This design comes from an exercise in tuning for small area and a short achievable clock period on the open sky130 flow, not from production work.
The RTL was checked by simulation tests, not by an equivalence proof against the original design.
No activity file was given, so power comes from the tool's default toggle rates.

--- flow/design.v ---
module control_unit(
    input wire clk,
    input wire reset,
    input wire OV,
    input wire EQ,
    input wire GT,
    input wire LT,
    input wire [5:0] OPCODE,
    input wire [5:0] FUNCT,
    output reg        PC_write,
    output reg        MEM_wr,
    output reg        IR_write,
    output reg        B_write,
    output reg        MDR_write,
    output reg        ALUReg_write,
    output reg        EPC_write,
    output reg        REG_write,
    output reg  [1:0] reg_dst,
    output wire [1:0] except,
    output wire [1:0] MEM_toMDR,
    output reg  [1:0] BtoC,
    output reg  [1:0] ALU_srcA,
    output reg  [2:0] IorD,
    output reg  [2:0] ALU_srcB,
    output reg  [2:0] ALU_OP,
    output reg  [2:0] PC_src,
    output reg  [3:0] MEM_toreg,
    output wire       loadA,      
    output wire       minit,      
    output wire       mstep       
);
    localparam [5:0]
        F0A   = 6'd0,    
        F0B   = 6'd1,    
        F1    = 6'd2,    
        DEC   = 6'd3,    
        DEC2  = 6'd4,    
        RALU  = 6'd5,    
        BW    = 6'd6,    
        SLTX  = 6'd7,    
        BW45  = 6'd8,    
        SH1   = 6'd9,    
        SH2   = 6'd10,   
        SHS   = 6'd11,   
        RTE   = 6'd12,   
        BRK   = 6'd13,   
        MULT  = 6'd14,   
        MULT2 = 6'd15,   
        MF    = 6'd16,   
        IMM   = 6'd17,   
        LUI   = 6'd18,   
        BRA   = 6'd19,   
        BRB   = 6'd20,   
        MRA   = 6'd21,   
        MRB   = 6'd22,   
        MDR   = 6'd23,   
        REGW  = 6'd24,   
        STORE = 6'd25,   
        JUMP  = 6'd26,   
        JAL   = 6'd27,   
        JADDR = 6'd28,   
        JR    = 6'd29,   
        ADDM2 = 6'd30,   
        ADDM3 = 6'd31,   
        NOOP  = 6'd32,   
        OVF   = 6'd33,   
        EXC   = 6'd34;   
    wire r_type   = (OPCODE == 6'h00);
    wire op_addm  = (OPCODE == 6'h01);
    wire op_addiu = (OPCODE == 6'h09);
    reg [5:0] S;
    reg [6:0] K;
    reg       OV_p, EQ_p, GT_p, LT_p, reset_p;
    reg [5:0] state;
    reg [6:0] count;
    always @* begin
        state = F0A;
        count = 7'd0;
        if (!reset_p) begin
            case (S)
                F0A:   state = F0B;
                F0B:   state = F1;
                F1:    state = DEC;
                DEC:   state = DEC2;
                DEC2: begin
                    case (OPCODE)
                        6'h00: begin
                            case (FUNCT)
                                6'h20, 6'h22, 6'h24:               state = RALU;
                                6'h18:                             state = MULT;
                                6'h08:                             state = JR;
                                6'h10, 6'h12:                      state = MF;
                                6'h00, 6'h02, 6'h03, 6'h04, 6'h07: state = SH1;
                                6'h2a:                             state = SLTX;
                                6'h0d:                             state = BRK;
                                6'h13:                             state = RTE;
                                default:                           state = DEC2;
                            endcase
                        end
                        6'h08, 6'h09, 6'h01,
                        6'h20, 6'h21, 6'h23, 6'h28, 6'h29, 6'h2b: state = IMM;
                        6'h04, 6'h05, 6'h06, 6'h07:               state = BRA;
                        6'h0f:                                    state = LUI;
                        6'h0a:                                    state = SLTX;
                        6'h02:                                    state = JUMP;
                        6'h03:                                    state = JAL;
                        default:                                  state = NOOP;
                    endcase
                end
                RALU:  state = BW;
                IMM: begin
                    if (OPCODE == 6'h2b)
                        state = STORE;
                    else if (OPCODE[5:1] == 5'b00100)
                        state = BW;
                    else
                        state = MRA;
                end
                MRA:   state = MRB;
                MRB: begin
                    if (op_addm)
                        state = ADDM2;
                    else if (OPCODE[3])
                        state = STORE;
                    else
                        state = MDR;
                end
                MDR:   state = REGW;
                ADDM2: state = ADDM3;
                ADDM3: state = BW;
                BW: begin
                    if (OV_p && !op_addiu) begin
                        state = OVF;
                        count = op_addm ? 7'd6 : 7'd2;
                    end
                end
                OVF: begin
                    count = K + 7'd1;
                    state = (count == 7'd4) ? EXC : OVF;
                end
                NOOP:  state = EXC;
                SLTX:  state = BW45;
                SH1:   state = SH2;
                SH2:   state = SHS;
                MULT: begin
                    if (K > 7'd32) begin
                        state = MULT2;
                    end else begin
                        state = MULT;
                        count = K + 7'd1;
                    end
                end
                JAL:   state = JADDR;
                BRA:   state = BRB;
                default: state = F0A;
            endcase
        end
    end
    always @(posedge clk) begin
        S       <= state;
        K       <= count;
        OV_p    <= OV;
        EQ_p    <= EQ;
        GT_p    <= GT;
        LT_p    <= LT;
        reset_p <= reset;
    end
    wire br_take = OPCODE[1] ? (GT_p ^ ~OPCODE[0]) : (EQ_p ^ OPCODE[0]);
    always @* begin
        PC_write     = 1'b0;
        MEM_wr       = 1'b0;
        IR_write     = 1'b0;
        B_write      = 1'b0;
        MDR_write    = 1'b0;
        ALUReg_write = 1'b0;
        EPC_write    = 1'b0;
        REG_write    = 1'b0;
        reg_dst      = 2'b00;
        BtoC         = 2'b00;
        ALU_srcA     = 2'b01;
        IorD         = 3'b000;
        ALU_srcB     = 3'b000;
        ALU_OP       = 3'b001;
        PC_src       = 3'b000;
        MEM_toreg    = 4'b0000;
        if (reset_p) begin
            REG_write = 1'b1;
            reg_dst   = 2'b10;
            MEM_toreg = 4'b0100;
        end else begin
            case (S)
                F1: begin
                    PC_write = 1'b1;
                    IR_write = 1'b1;
                    ALU_srcA = 2'b00;
                    ALU_srcB = 3'b001;
                end
                DEC: begin
                    B_write      = 1'b1;
                    ALUReg_write = 1'b1;
                    ALU_srcA     = 2'b00;
                    ALU_srcB     = 3'b001;
                end
                DEC2: begin
                    ALU_srcA = 2'b00;
                    ALU_OP   = 3'b000;
                end
                RALU: begin
                    ALUReg_write = 1'b1;
                    ALU_OP = FUNCT[2] ? 3'b011 : FUNCT[1] ? 3'b010 : 3'b001;
                end
                IMM: begin
                    ALUReg_write = 1'b1;
                    ALU_srcB     = 3'b010;
                end
                ADDM3: begin
                    ALUReg_write = 1'b1;
                end
                MRA, MRB: begin
                    IorD = 3'b001;
                end
                ADDM2, MDR: begin
                    MDR_write = 1'b1;
                end
                MF: begin
                    REG_write = 1'b1;
                    MEM_toreg = FUNCT[1] ? 4'b0011 : 4'b0010;
                end
                REGW: begin
                    REG_write = 1'b1;
                    MEM_toreg = 4'b0001;
                end
                STORE: begin
                    IorD   = 3'b001;
                    MEM_wr = 1'b1;
                    BtoC   = OPCODE[1] ? 2'b00 : OPCODE[0] ? 2'b01 : 2'b10;
                end
                JUMP: begin
                    PC_write = 1'b1;
                    PC_src   = 3'b010;
                end
                JAL: begin
                    ALUReg_write = 1'b1;
                    ALU_srcA     = 2'b00;
                    ALU_OP       = 3'b000;
                end
                JADDR: begin
                    REG_write = 1'b1;
                    reg_dst   = 2'b11;
                    PC_write  = 1'b1;
                    PC_src    = 3'b010;
                end
                JR: begin
                    PC_write = 1'b1;
                    ALU_OP   = 3'b000;
                end
                BRA, BRB: begin
                    ALU_OP   = 3'b111;
                    PC_src   = 3'b001;
                    PC_write = br_take;
                end
                BW: begin
                    REG_write = ~OV_p | op_addiu;
                    reg_dst   = {1'b0, ~(OPCODE[3] ^ OPCODE[0])};
                end
                SLTX: begin
                    ALU_srcB = r_type ? 3'b000 : 3'b010;
                    ALU_OP   = 3'b000;
                end
                BW45: begin
                    REG_write = 1'b1;
                    MEM_toreg = LT_p ? 4'b0110 : 4'b0101;
                    reg_dst   = {1'b0, r_type};
                end
                SHS: begin
                    REG_write = 1'b1;
                    MEM_toreg = 4'b0111;
                    reg_dst   = 2'b01;
                end
                RTE: begin
                    PC_write = 1'b1;
                    PC_src   = 3'b100;
                end
                NOOP, OVF: begin
                    IorD = 3'b010;
                end
                EXC: begin
                    EPC_write = 1'b1;
                    PC_write  = 1'b1;
                    PC_src    = 3'b011;
                end
                LUI: begin
                    REG_write = 1'b1;
                    MEM_toreg = 4'b1000;
                end
                BRK: begin
                    PC_write = 1'b1;
                    ALU_srcA = 2'b00;
                    ALU_srcB = 3'b001;
                    ALU_OP   = 3'b010;
                end
                default: begin
                end
            endcase
        end
    end
    assign except    = {1'b0, S == OVF};             
    assign MEM_toMDR = (OPCODE[5] & ~OPCODE[1]) ? {~OPCODE[0], OPCODE[0]} : 2'b00;
    assign loadA     = (S == DEC2) && !reset_p;
    assign minit     = (S == MULT) && (K == 7'd1) && !reset_p;
    assign mstep     = (S == MULT) && (K >= 7'd2) && (K <= 7'd33) && !reset_p;
endmodule
module cpu (
    input wire clk,
    input wire reset,
    output wire [31:0] mem_addr,
    output wire        mem_wr,
    output wire [31:0] mem_wdata,
    input  wire [31:0] mem_rdata
);
    wire PC_write, MEM_wr, IR_write, B_write, MDR_write, ALUReg_write;
    wire EPC_write, REG_write;
    wire [1:0] reg_dst, except, MEM_toMDR, BtoC, ALU_srcA;
    wire [2:0] IorD, ALU_srcB, ALU_OP, PC_src;
    wire [3:0] MEM_toreg;
    wire loadA, minit, mstep;
    wire wsel_hi  = (BtoC == 2'b01) || (BtoC == 2'b10);
    wire wsel_mid = (BtoC == 2'b10);
    wire OV, EQ, GT, LT;
    reg [31:0] PC, IR, A, B, ALUOut, EPC, Hi, Lo;
    reg        q;
    reg        epc_valid, hl_valid;
    wire [5:0]  OPCODE = IR[31:26];
    wire [5:0]  FUNCT  = IR[5:0];
    wire [4:0]  RS     = IR[25:21];
    wire [4:0]  RT     = IR[20:16];
    wire [4:0]  RD     = IR[15:11];
    wire [15:0] IMM    = IR[15:0];
    wire [31:0] IMM_SX = {{16{IMM[15]}}, IMM};
    wire [31:0] valid;         
    reg [1:0]  phase;
    always @(posedge clk or posedge reset) begin
        if (reset)
            phase <= 2'd0;
        else
            phase <= phase + 2'd1;
    end
    wire        imm_shift = (OPCODE == 6'h00) && (FUNCT[5:2] == 4'b0000);
    wire [4:0]  raddr = (B_write || imm_shift) ? RT : RS;
    wire [1:0]  rpos = raddr[1:0] + phase;
    wire [31:0] rsel = (32'b1 << {raddr[4:2], rpos}) & valid;
    wire [31:0] rf [0:31];      
    wire [31:0] rdata;
    genvar rb, rk;
    generate
        for (rb = 0; rb < 32; rb = rb + 1) begin : rd_bit
            wire [31:0] col;
            for (rk = 0; rk < 32; rk = rk + 1) begin : rd_reg
                assign col[rk] = rf[rk][rb];
            end
            rf_read_bit u_rd (.d(col), .sel(rsel), .y(rdata[rb]));
        end
    endgenerate
    reg  [4:0]  waddr;
    always @* begin
        case (reg_dst)
            2'b00: waddr = RT;
            2'b01: waddr = RD;
            2'b10: waddr = 5'd29;
            default: waddr = 5'd31;
        endcase
    end
    wire [31:0] sh_out;
    shifter u_sh (.A(A), .B(B[4:0]), .FUNCT(FUNCT), .SHAMT(IMM[10:6]), .Y(sh_out));
    reg        wp;
    reg [4:0]  wp_addr;
    reg [3:0]  wp_sel;
    wire [4:0] w_addr = wp ? wp_addr : waddr;
    wire [3:0] w_sel  = wp ? wp_sel : MEM_toreg;
    wire       w_req  = wp | REG_write;
    wire       w_now  = w_req && ((w_addr[1:0] + phase + 2'd1) == 2'd0);
    always @(posedge clk or posedge reset) begin
        if (reset)
            wp <= 1'b0;
        else
            wp <= w_req && !w_now;
    end
    always @(posedge clk) begin
        if (!wp) begin
            wp_addr <= waddr;
            wp_sel  <= MEM_toreg;
        end
    end
    wire ws_alu = (w_sel == 4'b0000);
    wire ws_a   = (w_sel == 4'b0001);
    wire ws_hi  = (w_sel == 4'b0010) & hl_valid;
    wire ws_lo  = (w_sel == 4'b0011) & hl_valid;
    wire ws_227 = (w_sel == 4'b0100);
    wire ws_one = (w_sel == 4'b0110);
    wire ws_sh  = (w_sel == 4'b0111);
    wire ws_lui = (w_sel == 4'b1000);
    wire [31:0] wconst = {24'b0, {3{ws_227}}, 3'b000, ws_227, ws_227 | ws_one};
    wire [31:0] wdata;
    genvar wb;
    generate
        for (wb = 0; wb < 32; wb = wb + 1) begin : wd
            wire t0, t1;
            aoi222 u_t0 (.a0(ALUOut[wb]), .b0(ws_alu), .a1(A[wb]), .b1(ws_a),
                         .a2(Hi[wb]), .b2(ws_hi), .y(t0));
            aoi222 u_t1 (.a0(Lo[wb]), .b0(ws_lo), .a1(sh_out[wb]), .b1(ws_sh),
                         .a2(wb >= 16 ? IMM[wb % 16] : wconst[wb]),
                         .b2(wb >= 16 ? ws_lui : 1'b1), .y(t1));
            nand2 u_o (.a(t0), .b(t1), .y(wdata[wb]));
        end
    endgenerate
    genvar rg;
    generate
        for (rg = 0; rg < 8; rg = rg + 1) begin : ring
            reg  [31:0] p0, p1, p2, p3;
            wire        wr   = w_now && (w_addr[4:2] == rg);
            wire        wr_n = ~wr;
            wire [31:0] p0_in;
            genvar rb2;
            for (rb2 = 0; rb2 < 32; rb2 = rb2 + 1) begin : in_bit
                ao22 u_in (.a0(wdata[rb2]), .b0(wr), .a1(p3[rb2]), .b1(wr_n), .y(p0_in[rb2]));
            end
            always @(posedge clk) begin
                p0 <= p0_in;
                p1 <= p0;
                p2 <= p1;
                p3 <= p2;
            end
            reg v0, v1, v2, v3;
            always @(posedge clk or posedge reset) begin
                if (reset) begin
                    v0 <= 1'b0;
                    v1 <= 1'b0;
                    v2 <= 1'b0;
                    v3 <= 1'b0;
                end else begin
                    v0 <= wr | v3;
                    v1 <= v0;
                    v2 <= v1;
                    v3 <= v2;
                end
            end
            assign valid[4*rg]   = v0;
            assign valid[4*rg+1] = v1;
            assign valid[4*rg+2] = v2;
            assign valid[4*rg+3] = v3;
            assign rf[4*rg]   = p0;
            assign rf[4*rg+1] = p1;
            assign rf[4*rg+2] = p2;
            assign rf[4*rg+3] = p3;
        end
    endgenerate
    wire [31:0] alu_a = mstep ? Hi : (ALU_srcA == 2'b00 ? PC : A);
    reg  [31:0] alu_b;
    always @* begin
        case (ALU_srcB)
            3'b001:  alu_b = 32'd4;
            3'b010:  alu_b = IMM_SX;
            default: alu_b = B;
        endcase
    end
    wire [2:0] op = mstep ? ({Lo[0], q} == 2'b10 ? 3'b010 :
                             {Lo[0], q} == 2'b01 ? 3'b001 : 3'b000) : ALU_OP;
    wire [31:0] alu_s;
    alu32 u_alu (.a(alu_a), .b(alu_b), .op(op), .s(alu_s), .ov(OV), .eq(EQ), .lt(LT), .gt(GT));
    wire [31:0] IR_d;
    hold_mux u_ir_h (.d(mem_rdata), .q(IR), .en(IR_write), .y(IR_d));
    always @(posedge clk)
        IR <= IR_d;
    reg [31:0] mdr_in;
    always @* begin
        case (MEM_toMDR)
            2'b01:   mdr_in = {{16{mem_rdata[15]}}, mem_rdata[15:0]};
            2'b10:   mdr_in = {{24{mem_rdata[7]}}, mem_rdata[7:0]};
            default: mdr_in = mem_rdata;
        endcase
    end
    wire [31:0] A_d;
    sel_mux3 u_a_h (.d0(rdata), .s0(loadA), .d1(mdr_in), .s1(MDR_write), .q(A), .y(A_d));
    always @(posedge clk)
        A <= A_d;
    wire [31:0] B_d;
    hold_mux u_b_h (.d(rdata), .q(B), .en(B_write), .y(B_d));
    always @(posedge clk or posedge reset) begin
        if (reset)
            B <= 32'b0;
        else
            B <= B_d;
    end
    wire [31:0] ALUOut_d;
    hold_mux u_alo_h (.d(alu_s), .q(ALUOut), .en(ALUReg_write), .y(ALUOut_d));
    always @(posedge clk or posedge reset) begin
        if (reset)
            ALUOut <= 32'b0;
        else
            ALUOut <= ALUOut_d;
    end
    wire [31:0] EPC_d;
    hold_mux u_epc_h (.d(PC), .q(EPC), .en(EPC_write), .y(EPC_d));
    always @(posedge clk)
        EPC <= EPC_d;
    always @(posedge clk or posedge reset) begin
        if (reset) begin
            epc_valid <= 1'b0;
            hl_valid  <= 1'b0;
        end else begin
            if (EPC_write)
                epc_valid <= 1'b1;
            if (minit)
                hl_valid <= 1'b1;
        end
    end
    wire ps_aluout = PC_write & (PC_src == 3'b001);
    wire ps_jmp    = PC_write & (PC_src == 3'b010);
    wire ps_mem    = PC_write & (PC_src == 3'b011);
    wire ps_epc    = PC_write & (PC_src == 3'b100) & epc_valid;
    wire ps_alu    = PC_write & ~ps_aluout & ~ps_jmp & ~ps_mem & (PC_src != 3'b100);
    wire ps_hold   = ~PC_write;
    wire [31:0] pc_jmp = {PC[31:28], IR[25:0], 2'b00};
    wire [31:0] pc_mem = {{24{mem_rdata[7]}}, mem_rdata[7:0]};
    wire [31:0] PC_d;
    genvar pb;
    generate
        for (pb = 0; pb < 32; pb = pb + 1) begin : pcb
            wire t0, t1;
            aoi222 u_t0 (.a0(alu_s[pb]), .b0(ps_alu), .a1(ALUOut[pb]), .b1(ps_aluout),
                         .a2(pc_jmp[pb]), .b2(ps_jmp), .y(t0));
            aoi222 u_t1 (.a0(pc_mem[pb]), .b0(ps_mem), .a1(EPC[pb]), .b1(ps_epc),
                         .a2(PC[pb]), .b2(ps_hold), .y(t1));
            nand2 u_o (.a(t0), .b(t1), .y(PC_d[pb]));
        end
    endgenerate
    always @(posedge clk or posedge reset) begin
        if (reset)
            PC <= 32'b0;
        else
            PC <= PC_d;
    end
    wire [31:0] Hi_d, Lo_d;
    wire        m_hold = ~(minit | mstep);
    genvar mb;
    generate
        for (mb = 0; mb < 32; mb = mb + 1) begin : mh
            ao22 u_hi (.a0(mb == 31 ? alu_s[31] : alu_s[mb+1]), .b0(mstep), .a1(Hi[mb]), .b1(m_hold), .y(Hi_d[mb]));
        end
    endgenerate
    sel_mux3 u_lo_h (.d0(A), .s0(minit), .d1({alu_s[0], Lo[31:1]}), .s1(mstep), .q(Lo), .y(Lo_d));
    always @(posedge clk) begin
        Hi <= Hi_d;
        Lo <= Lo_d;
        if (minit)
            q <= 1'b0;
        else if (mstep)
            q <= Lo[0];
    end
    assign mem_addr  = (IorD == 3'b001) ? ALUOut :
                       (IorD == 3'b010) ? {30'd63, except == 2'b00 ? 2'b01 : 2'b10} :
                       PC;
    assign mem_wr    = MEM_wr;
    wire [31:8] wsel = {{16{wsel_hi}}, {8{wsel_mid}}};
    wire [31:8] wb_n = ~(B[31:8] & ~wsel);
    wire [31:8] wm_n;
    genvar wdi;
    generate
        for (wdi = 8; wdi < 32; wdi = wdi + 1) begin : wd_bit
            nand2 u_m (.a(mem_rdata[wdi]), .b(wsel[wdi]), .y(wm_n[wdi]));
            nand2 u_o (.a(wm_n[wdi]), .b(wb_n[wdi]), .y(mem_wdata[wdi]));
        end
    endgenerate
    assign mem_wdata[7:0] = B[7:0];
    control_unit CTRL(
      .clk(clk),
      .reset(reset),
      .OV(OV),
      .EQ(EQ),
      .GT(GT),
      .LT(LT),
      .OPCODE(OPCODE),
      .FUNCT(FUNCT),
      .PC_write(PC_write),
      .MEM_wr(MEM_wr),
      .IR_write(IR_write),
      .B_write(B_write),
      .MDR_write(MDR_write),
      .ALUReg_write(ALUReg_write),
      .EPC_write(EPC_write),
      .REG_write(REG_write),
      .reg_dst(reg_dst),
      .except(except),
      .MEM_toMDR(MEM_toMDR),
      .BtoC(BtoC),
      .ALU_srcA(ALU_srcA),
      .IorD(IorD),
      .ALU_srcB(ALU_srcB),
      .ALU_OP(ALU_OP),
      .PC_src(PC_src),
      .MEM_toreg(MEM_toreg),
      .loadA(loadA),
      .minit(minit),
      .mstep(mstep)
    );
endmodule
module rf_read_bit (
    input  wire [31:0] d,
    input  wire [31:0] sel,
    output wire        y
);
    wire [10:0] t;
    genvar k;
    generate
        for (k = 0; k < 10; k = k + 1) begin : grp
            aoi222 u_aoi (.a0(d[3*k]),   .b0(sel[3*k]),
                          .a1(d[3*k+1]), .b1(sel[3*k+1]),
                          .a2(d[3*k+2]), .b2(sel[3*k+2]), .y(t[k]));
        end
    endgenerate
    assign t[10] = ~((d[30] & sel[30]) | (d[31] & sel[31]));
    assign y = ~&t;
endmodule
module aoi222 (
    input  wire a0, b0, a1, b1, a2, b2,
    output wire y
);
    assign y = ~((a0 & b0) | (a1 & b1) | (a2 & b2));
endmodule
module shifter (
    input  wire [31:0] A,
    input  wire [4:0]  B,
    input  wire [5:0]  FUNCT,
    input  wire [4:0]  SHAMT,
    output wire [31:0] Y
);
    wire        left  = ~FUNCT[1];
    wire        right = FUNCT[1];
    wire [4:0]  n     = FUNCT[2] ? B : SHAMT;
    wire        fill  = ~(FUNCT[0] & A[31]);     
    wire [31:0] s1, s2, s3, s4, s5, s6;
    genvar i;
    generate
        for (i = 0; i < 32; i = i + 1) begin : st
            mux2i m1 (.a(A[i]),    .b(A[31-i]),   .s(left), .y(s1[i]));
            mux2i m2 (.a(s1[i]),   .b(i + 1  < 32 ? s1[(i+1)  % 32] :  fill), .s(n[0]), .y(s2[i]));
            mux2i m3 (.a(s2[i]),   .b(i + 2  < 32 ? s2[(i+2)  % 32] : ~fill), .s(n[1]), .y(s3[i]));
            mux2i m4 (.a(s3[i]),   .b(i + 4  < 32 ? s3[(i+4)  % 32] :  fill), .s(n[2]), .y(s4[i]));
            mux2i m5 (.a(s4[i]),   .b(i + 8  < 32 ? s4[(i+8)  % 32] : ~fill), .s(n[3]), .y(s5[i]));
            mux2i m6 (.a(s5[i]),   .b(i + 16 < 32 ? s5[(i+16) % 32] :  fill), .s(n[4]), .y(s6[i]));
            ao22 m7 (.a0(s6[i]), .b0(right), .a1(s6[31-i]), .b1(left), .y(Y[i]));
        end
    endgenerate
endmodule
module mux2i (
    input  wire a,
    input  wire b,
    input  wire s,
    output wire y
);
    assign y = ~(s ? b : a);
endmodule
module alu32 (
    input  wire [31:0] a,
    input  wire [31:0] b,
    input  wire [2:0]  op,
    output reg  [31:0] s,
    output wire        ov,
    output wire        eq,
    output wire        lt,
    output wire        gt
);
    wire [31:0] nb   = (op == 3'b001) ? b : ~b;
    wire [32:0] sum;
    add32 u_add (.a(a), .b(nb), .cin(op[1]), .s(sum));
    wire [31:0] soma = sum[31:0];
    wire        c31  = soma[31] ^ a[31] ^ nb[31];
    assign ov = sum[32] ^ c31;
    always @* begin
        case (op)
            3'b000:  s = a;
            3'b011:  s = a & b;
            default: s = soma;
        endcase
    end
    wire [7:0] z4;
    wire [1:0] z16;
    genvar zi;
    generate
        for (zi = 0; zi < 8; zi = zi + 1) begin : zq
            nor4 u_z (.a(soma[4*zi]), .b(soma[4*zi+1]), .c(soma[4*zi+2]), .d(soma[4*zi+3]), .y(z4[zi]));
        end
    endgenerate
    nand4 u_z16a (.a(z4[0]), .b(z4[1]), .c(z4[2]), .d(z4[3]), .y(z16[0]));
    nand4 u_z16b (.a(z4[4]), .b(z4[5]), .c(z4[6]), .d(z4[7]), .y(z16[1]));
    assign eq = ~(z16[0] | z16[1] | ov);
    assign lt = (soma[31] & ~ov) | (ov & a[31]);
    assign gt = ((~soma[31] & ~ov) | (ov & ~a[31])) & ~eq;
endmodule
module nand2 (
    input  wire a,
    input  wire b,
    output wire y
);
    assign y = ~(a & b);
endmodule
module ao22 (
    input  wire a0, b0, a1, b1,
    output wire y
);
    assign y = (a0 & b0) | (a1 & b1);
endmodule
module hold_mux (
    input  wire [31:0] d,
    input  wire [31:0] q,
    input  wire        en,
    output wire [31:0] y
);
    wire en_n = ~en;
    genvar i;
    generate
        for (i = 0; i < 32; i = i + 1) begin : b
            ao22 u (.a0(d[i]), .b0(en), .a1(q[i]), .b1(en_n), .y(y[i]));
        end
    endgenerate
endmodule
module add32 (
    input  wire [31:0] a,
    input  wire [31:0] b,
    input  wire        cin,
    output wire [32:0] s
);
    wire [31:0] p = a ^ b;
    wire [31:0] g0 = (a & b) | {31'b0, p[0] & cin};
    reg  [31:0] G, P;
    integer l, i, j;
    always @* begin
        G = g0;
        P = p;
        for (l = 0; l < 5; l = l + 1) begin
            for (i = 31; i >= 0; i = i - 1) begin
                if ((i >> l) & 1) begin
                    j = ((i >> l) << l) - 1;
                    G[i] = G[i] | (P[i] & G[j]);
                    P[i] = P[i] & P[j];
                end
            end
        end
    end
    assign s[0] = p[0] ^ cin;
    assign s[31:1] = p[31:1] ^ G[30:0];
    assign s[32] = G[31];
endmodule
module nor4 (
    input  wire a, b, c, d,
    output wire y
);
    assign y = ~(a | b | c | d);
endmodule
module nand4 (
    input  wire a, b, c, d,
    output wire y
);
    assign y = ~(a & b & c & d);
endmodule
module sel_mux3 (
    input  wire [31:0] d0,
    input  wire        s0,
    input  wire [31:0] d1,
    input  wire        s1,
    input  wire [31:0] q,
    output wire [31:0] y
);
    wire h = ~(s0 | s1);
    genvar i;
    generate
        for (i = 0; i < 32; i = i + 1) begin : b
            ao222 u (.a0(d0[i]), .b0(s0), .a1(d1[i]), .b1(s1), .a2(q[i]), .b2(h), .y(y[i]));
        end
    endgenerate
endmodule
module ao222 (
    input  wire a0, b0, a1, b1, a2, b2,
    output wire y
);
    assign y = (a0 & b0) | (a1 & b1) | (a2 & b2);
endmodule
--- flow/config.mk ---
export PLATFORM = sky130hd
export DESIGN_NAME = cpu
export DESIGN_NICKNAME = cpu
export VERILOG_FILES = /design/flow/design.v
export SDC_FILE = /design/flow/constraint.sdc
export NUM_CORES = 4
export LEC_CHECK = 0
export CAP_MARGIN = 10
export CORE_MARGIN = 2
export CORE_UTILIZATION = 55
export SLEW_MARGIN = 10
export SYNTH_HIERARCHICAL = 1
--- flow/constraint.sdc ---
create_clock -name core_clock -period 16.0 [get_ports {clk}]
set_input_delay 3.2000 -clock core_clock [delete_from_list [all_inputs] [get_ports {clk}]]
set_output_delay 3.2000 -clock core_clock [all_outputs]
set_load 0.01 [all_outputs]
--- flow/standard.sh ---
#!/bin/bash
# synth_recipe.tcl (not shown) runs the flow's synth.tcl, then flattens the netlist and writes it again
# the make line also repeats each setting of config.mk as NAME=value (left out here)
make -C /OpenROAD-flow-scripts/flow DESIGN_CONFIG=/design/flow/config.mk WORK_HOME=/design/flow/orfs CLKGATE_MAP_FILE= SYNTH_SCRIPT=/design/flow/synth_recipe.tcl "${@:-finish}"
--- flow/flow/pins.tcl ---
# Place each mem_rdata bit next to the mem_wdata bit that sb and sh pass it
# to (bits 31:8), so that the input-to-output path through the design is short.
set pair_pins {}
for {set i 8} {$i < 32} {incr i} {
  lappend pair_pins "mem_rdata\[$i\]" "mem_wdata\[$i\]"
}
set_io_pin_constraint -group -order -pin_names $pair_pins
--- flow/flow/run.sh ---
#!/bin/bash
# Layout flow: the standard synthesis, then the standard ORFS steps with
#  - small plain buffers on the ports (buf_1 instead of the default delay-cell pick; timing repair sizes the critical ones),
#  - timing repair free to change cell footprints and aiming below the 16 ns clock,
#  - a clock tree of clkbuf_8 leaf buffers driving up to 16 flip-flops, no dummy loads,
#  - mem_rdata[i] placed next to mem_wdata[i] (flow/pins.tcl, before pin placement).
set -euo pipefail
cd "$(dirname "$0")/.."
bash standard.sh synth > flow_synth.log 2>&1
bash standard.sh \
  "BUFFER_PORTS_ARGS=-buffer_cell sky130_fd_sc_hd__buf_1" \
  MATCH_CELL_FOOTPRINT=0 \
  "PRE_IO_PLACEMENT_TCL=$(pwd)/flow/pins.tcl" \
  SETUP_SLACK_MARGIN=9.3 \
  "CTS_ARGS=-sink_clustering_enable -repair_clock_nets -sink_clustering_size 16 -sink_clustering_max_diameter 70 -buf_list sky130_fd_sc_hd__clkbuf_8 -dont_use_dummy_load" \
  finish > flow_layout.log 2>&1
==> key figures <==
Routing
  – Drt first pass iters: 15
  – DR WL/cell: roughly 33 um
  – Vias: 38902
  – Final wirelength: ~180000 um
  – Drt drc: 0
  – 1st-iter DRT viols: roughly 6700
  – Routed Antenna Nets: 0
  – Drt via density: 7.246

Placed design
  – Hpwl dp: 112300 um
  – IO buf count: 98
  – Final Wtd Congestion: ~0.99
  – Post-placement cell count: approximately 5200
  – Placed Instance Area: around 50000 um2

Critical path
  – Reg2reg path depth: 26
  – Crit path arrival time: approximately 3.6 ns
  – WS Path Type: input pin to output port
  – R2r endpoint: CTRL.GT_p$_DFF_P_
  – R2R Path Start: CTRL.S[1]$_SDFF_PP0_
  – Setup crit start kind: input pin
  – CP Max Fanout: 2
  – R2r setup slk: 9.81 ns
  – Worst EP required: between 10 and 15 ns
  – Setup crit end kind: output port

Logic synthesis
  – Top_reg_cell synth: dfxtp_1
  – Synthesized area per cell: ~12 um2
  – Yosys reg bits: between 1000 and 1500
  – Seq/Total Area, Yosys: 0.5735
  – Yosys warning count: 10
  – Synth unique cells: approximately 100
  – Post-synth EDFFs: 0
  – Mapped cell area: ~48000 um2
  – Mapped Cells: 3980
  – Ys async rst share: 0.09888

Power
  – VDD IR max: 0.1056 mV
  – Power, Total: about 7600 uW
  – Leakage: roughly 0.021 uW
  – PD cells: approximately 140 nW/um2

CTS
  – Cts hold-fix bufs: 0
  – CTS tree: built
  – H-tree Lvls: 3
  – Clk latency of the worst-skew pair: a little over 0.8 ns
  – Clock root buffer: clkbuf_8
  – Clock sinks: between 1000 and 1500
  – Total clock buffers created by CTS: just under 100
  – Clk pin slew, worst setup/hold paths: approximately 0.1 ns
  – Clock buffer depth: 3

Final layout
  – Post-Layout Cell Count: approximately 5400
  – Sequential Area: ~28000 um2
  – Area occupied by multi-input gates: about 20000 um2
  – Layout area overhead: 9.388%
  – Layout Cell Area excl Fill: approximately 53000 um2
  – Layout cells sized above 1: 0.1132
  – # nets final: about 4300
  – Fillcell total: between 7000 and 8000

Floorplanning
  – Rows: between 100 and 150
  – Die Area: roughly 90000 um2
  – Die Y: approximately 300 um
  – Starting density of the core: 0.5546
  – Die X: roughly 300 um
  – Core Footprint: 86750 um2
  – I/O pins: between 90 and 100

Timing
  – Max_slew headroom: 0.07517
  – Post-route clock period utilization: 0.4228
  – Crit path time final: slightly below 7 ns
  – Max-slew violations: 0
  – Worst hold slack: 0.3120 ns
  – Endpoints failing setup: 0
  – Worst Skew: around 0.086 ns
  – Hold Fails Final Rpt: 0
  – RSZ-0062 raised after global routing: yes
  – Max Clk Rate: approximately 150 MHz
  – Setup TNS: 0 ns
  – Measured slew at the worst slew-check pin: 1.387 ns

GRT
  – Largest net degree at the start of global routing: between 100 and 150
  – Vias in the first global route: around 37000
  – First-pass GRT wire length: roughly 260000 um
  – GRT Residual Overflow: 0
  – Initial antenna violation count: 3
  – GRT Overall Usage: 0.3811

Min path
  – Worst Hold Endpoint: ring[1].p3[9]$_DFF_P_
  – Hold crit path type: flop to flop
  – Hold path depth: 0
  – Hold_sp: ring[1].p2[9]$_DFF_P_

Run status
  – Status: no timing/DRC/antenna violations

Run
  – Maxcap violations: 0
cell usage after synthesis, drive strengths merged (35+ instances only):
cell type  number  area (um2)
a21o           53       397.9
a21oi          42       214.0
a222oi        512        5125
a22o          518        4537
and3           38       237.7
buf            46       312.8
clkbuf         52       195.2
dfrtp         133        3328
dfxtp        1212       24260
ha             41       513.0
inv           117       439.2
mux2i         237        2397
nand2         240       905.9
nand3          36       190.2
nand4          72       450.4
nor2           68       260.3
nor3           36       196.4
o21ai         140       700.7
o31ai          35       262.8
xnor2          53       471.7
per-module statistics from Yosys, one instance, submodules excluded, a selection:
module        times used  area (um2)  flip-flops and latches
rf_read_bit           32       36.28                       0
ao22                 448       8.758                       0
aoi222               448       10.01                       0
shifter                1       70.07                       0
cpu                    1       30280                    1327
mux2i                192       10.01                       0
nor4                   8       12.51                       0
control_unit           1        2372                      18
sel_mux3               2       3.754                       0
alu32                  1        1062                       0
add32                  1        1404                       0
ao222                 64       13.76                       0
nand4                  2       6.256                       0
nand2                112       3.754                       0
cell type report:
type	instances	share of cell area
flip-flops and latches	1345	0.5244
multi-input cells	2451	0.3843
repair buffers	200	0.02941
well taps	1155	0.02746
clock buffers	99	0.02589
inverters	117	0.008487
diodes	2	0.00009509
report_power, final:
| group | total (uW) | internal [uW] | leakage [uW] | switching, uW |
|---|---|---|---|---|
| clock | 1590 | 553 | 0.000712 | 1040 |
| sequential | 4280 | 3870 | 0.0116 | 404 |
| combinational | 1690 | 553 | 0.00888 | 1140 |
| total | 7560 | 4980 | 0.0212 | 2580 |
timing repair:
item | in CTS | in global routing
endpoints found under the setup margin | 65 | 45
pin swaps | 16 | 15
cloned | 1 | 0
buffers inserted | 18 | 13
resized for setup | 194 | 54
routing by layer:
metal / up-vias / share of wire / global-route usage
met5: - / 0.000073 / 0
li1: 16592 / - / -
met4: 2 / 0.055 / 0.1913
met1: 19578 / 0.40 / 0.5038
met3: 424 / 0.093 / 0.07139
met2: 2306 / 0.45 / 0.6005
registers in the layout (all words and copies together), names as in the netlist, 32 cells and up:
name     count
A           32
ALUOut      32
B           32
EPC         32
Hi          32
IR          32
Lo          32
PC          32
ring.p0    256
ring.p1    256
ring.p2    256
ring.p3    256
worst max path at each step:
stage,slack [ns],start,endpoint
finish,9.24,mem_rdata[11],mem_wdata[11]
global route,9.22,mem_rdata[13],mem_wdata[13]
CTS,9.21,mem_rdata[29],mem_wdata[29]
detailed placement,8.82,CTRL.S[0]$_SDFF_PP0_,CTRL.GT_p$_DFF_P_
global placement,8.94,CTRL.S[0]$_SDFF_PP0_,CTRL.GT_p$_DFF_P_
floorplan,9.22,CTRL.S[5]$_SDFF_PP0_,CTRL.GT_p$_DFF_P_
cells in the final DEF (no fill, tap or decap), drive strengths merged, types with 6 or more instances in the layout:
master	count
a211oi	12
a21o	53
a21oi	42
a222oi	512
a22o	518
a31o	9
a31oi	11
and2	12
and3	38
buf	200
clkbuf	99
conb	33
dfrtp	133
dfxtp	1212
fa	6
ha	41
inv	114
mux2	13
mux2i	237
nand2	240
nand2b	18
nand3	36
nand4	72
nor2	68
nor2b	27
nor3	36
nor3b	11
nor4	18
nor4b	11
o211ai	6
o21ai	140
o21bai	6
o22a	6
o31ai	35
or2	9
or4	32
xnor2	53
xor2	20
worst max-delay path, cell delays in order:
cell and delay [ns]:
buf_8 0.10, nand2_2 0.06, nand2_1 0.07, buf_2 0.14
metrics by stage:
stage          utilization  setup WS [ns]
3_3_place_gp        0.5813          8.941
3_5_place_dp        0.5813          8.822
6_report            0.6067          9.236
5_1_grt             0.6067          9.225
2_1_floorplan            -          9.215
4_1_cts             0.6029          9.205
logic make-up (layout without fill, tap and decap cells):
logic type      Yosys count  after routing  share of synthesized area
simple gates            656            657                    0.07557
flops                  1345           1345                     0.5735
fa+ha+maj                47             47                    0.01316
xor+xnor                 75             75                    0.01472
other cells               3             35                  0.0002340
compound gates         1389           1389                     0.2503
buf+inv                 215            416                    0.01969
mux                     250            250                    0.05287

[static timing again, ports no longer ideal]
In the flow no input, the clock included, has a driving cell. The finished layout below was timed again as built, in two steps. Step 1 sets driving cells, clkbuf_16 on the clock port and buf_2 on the other inputs (assumed; they add their load-dependent delay and slew). Step 2 also shifts input and output timing later by t, the mid clock arrival at the registers, as if the neighbouring blocks saw the same clock. Three values: ideal ports, drivers, drivers and shift; two values: the first two.
t, ns: 0.846
slack for setup (ns): 9.236 / 9.187 / 9.187
hold WS [ns]: 0.312 / 0.312 / 0.312
After both steps setup and hold are still met in this run. The setup slack of this run moves by -0.049 ns with the drivers and by -0.049 ns with both steps.
